Context: an optimization exercise on an open-source flow, tuned for small area, a short achievable clock period and few clock cycles per item. The choices shown serve that exercise and are no tape-out recipe. At most, simulation tests tie the RTL to the original design; equivalence was not proved.

==> flow/design.v (excerpt) <==
module main (
    input wire [15:0] v, x,
    input wire clk, reset, start,
    output wire done,
    output wire [15:0] final_result
);
Size: about 1400 cells after synthesis, roughly 52 I/O pins, ~12000 sq um of cells after synthesis.
Settings: LEC_CHECK=0, CAP_MARGIN=20, CORE_MARGIN=2, CORE_UTILIZATION=40, SETUP_SLACK_MARGIN=5, SLEW_MARGIN=20; clock period 13.0 ns.
run.sh (not shown) runs the stock make flow with config.mk's settings and CLKGATE_MAP_FILE= SYNTH_SCRIPT=/design/flow/synth_recipe.tcl, a recipe that flattens the netlist after the stock synthesis.
The starting point passed the timing, DRC and antenna checks.
Edit:
- SETUP_SLACK_MARGIN: 5 -> not set
Effect: The changed run passed the timing, DRC and antenna checks. Die area stays the same. Worst hold slack loses 0.0066 ns. Utilization fell by 6.7 points. Non-clock buffer count fell by 98. Sequential cell count does not change. Clock skew hardly moves.
Edit:
- ABC_AREA: not set -> 1
Result: Clock-buffer cell count does not change; sequential share of layout area increases by 0.12 points; cell count went up by about a fifth; wire length barely changes; die area drops slightly; critical path depth climbs by 7; synthesized area is lower slightly; register-to-register slack gains 0.54 ns; non-clock buffer count went down by 28.
Edit:
- SETUP_SLACK_MARGIN: not set -> 5
The changed run passed the timing, DRC and antenna checks.
Worst setup slack is better by 1.2 ns.
Non-clock buffer count climbs by 101.
No run of this note included a check of the RTL's function; only the layout flow was run.

* * *

## v6
Another version of the RTL of main (not shown whole).
Size: about 1600 cells after synthesis, ~52 I/O pins, roughly 12000 um^2 of cells after synthesis.
Settings: LEC_CHECK=0, ABC_AREA=1, CAP_MARGIN=20, CORE_MARGIN=2, CORE_UTILIZATION=40, SETUP_SLACK_MARGIN=3.5, SLEW_MARGIN=20; clock period 13.0 ns.
standard.sh (not shown) runs the stock make flow with config.mk's settings and CLKGATE_MAP_FILE= SYNTH_SCRIPT=/design/flow/synth_recipe.tcl, a recipe that flattens the netlist after the stock synthesis.
==> flow/flow/run.sh <==
#!/bin/bash
# The standard layout (standard.sh) with two changes:
#  - the ports get plain buf_2 buffers instead of the delay cells buffer_ports
#    picks by default (every port still gets its buffer);
#  - after the standard synthesis, flow/polopt.py chooses the polarity of each
#    full-adder cell (a full adder is self-dual) so that fewer inverters are
#    needed between adder cells, and rebuilds a half adder from plain gates
#    (xnor2, nand2) where its outputs are wanted inverted. Registers and their
#    names are untouched.
# Each tool's output goes to its own log file in this folder.
set -euo pipefail
export BUFFER_PORTS_ARGS="-buffer_cell sky130_fd_sc_hd__buf_2"
RES="$PWD/orfs/results/sky130hd/main/base"
bash standard.sh "$RES/1_2_yosys.v" > synth.log 2>&1
python3 flow/polopt.py "$RES/1_2_yosys.v" "$RES/1_2_yosys_pol.v" > polopt.log 2>&1
mv "$RES/1_2_yosys_pol.v" "$RES/1_2_yosys.v"
bash standard.sh > standard_flow.log 2>&1
Other scripts of this flow, unchanged in this note and not shown: flow/flow/polopt.py
v6 finished every stage and its layout cleared the timing, DRC and antenna checks.
Testbench counts of v6, summed over its fixed seeds: cycles 14,400, items 2,400.
Modified inputs, v7 compared to v6
--- a/flow/config.mk
+++ b/flow/config.mk
@@ -10,4 +10,4 @@
 export CORE_MARGIN = 2
 export CORE_UTILIZATION = 40
-export SETUP_SLACK_MARGIN = 3.5
+export SETUP_SLACK_MARGIN = 3.0
 export SLEW_MARGIN = 20
[summary]
- Diff v6..v7 | instance count along the most critical hold path | unchanged
- As far as largest buffer count on any clock path goes, v6 and v7 are indistinguishable; the numbers are identical.
- There was hardly any difference in worst hold slack between v6 and v7.
- Total wirelength of the detailed-routed design: v7 vs v6 down 290 um

* * *

main, a different RTL version from the one above (not shown whole).
Size: roughly 52 flip-flops, about 52 I/O pins, ~0.013 mm2 of cells after synthesis.
clock: 13.0 ns
lec_check: 0
abc_area: 1
cap_margin: 20
core_margin: 2
core_utilization: 40
setup_slack_margin: 5
slew_margin: 20
run.sh (not shown) runs the stock make flow with config.mk's settings and CLKGATE_MAP_FILE= SYNTH_SCRIPT=/design/flow/synth_recipe.tcl, a recipe that flattens the netlist after the stock synthesis.
Stock flow here: none of the scripts above is used.
The starting point completed without violations.
Change:
--- a/flow/config.mk
+++ b/flow/config.mk
@@ -12 +12 @@
-export SETUP_SLACK_MARGIN = 5
+export SETUP_SLACK_MARGIN = 3.5
After rerunning: The changed run completed without violations; synthesized cell count does not change; routed wire length shrinks by 6.9%; final area drops by 11%; non-clock buffer count decreases by 77; synthesized area does not change; via count came out lower by 4.6%; fmax goes down by 12%; global-route usage came out lower by 0.71 points.
No run of this note included a check of the RTL's function; only the layout flow was run.

## static timing again, ports no longer ideal
The results above use ideal ports. As a check the final layouts listed here were re-extracted and re-timed, cells and wires unchanged. Step 1, drivers: a clkbuf_16 drives clk and a buf_2 each remaining input, both assumed. Step 2 adds t to the input delays and takes it off the output delays; t is the mean of the earliest and latest rising clock arrival at the registers after step 1. Input paths then give back, and output paths get back, about the clock's delay inside the block. Three values: no drivers, after step 1, after step 2; two values: the first two.
run	t, ns	setup slack, ns	hold WS [ns]	worst setup path after step 2	worst slew at a driven data input, ns
the first run of note 1	0.345	4.302 / 4.302 / 4.018	0.507 / 0.507 / 0.507	input to register	0.04
the second run of note 1	0.351	2.488 / 2.488 / 2.488	0.501 / 0.501 / 0.501	register to register	0.04
the third run of note 1	0.338	3.024 / 3.024 / 2.885	0.489 / 0.489 / 0.489	input to register	0.05
the fourth run of note 1	0.336	4.242 / 4.242 / 3.967	0.486 / 0.486 / 0.486	input to register	0.06
v6	0.337	4.067 / 4.067 / 3.849	0.473 / 0.473 / 0.473	input to register	0.04
v7	0.335	3.793 / 3.793 / 3.793	0.473 / 0.473 / 0.473	register to register	0.04
the first run of note 3	0.331	5.158 / 5.158 / 4.864	0.454 / 0.454 / 0.454	input to register	0.05
the second run of note 3	0.330	4.104 / 4.104 / 3.895	0.455 / 0.455 / 0.455	input to register	0.05
After both steps every run listed still meets setup and hold. For the first run of note 3, which loses most, drivers alone change the setup slack by 0.000 ns; drivers and shift together by -0.294 ns.
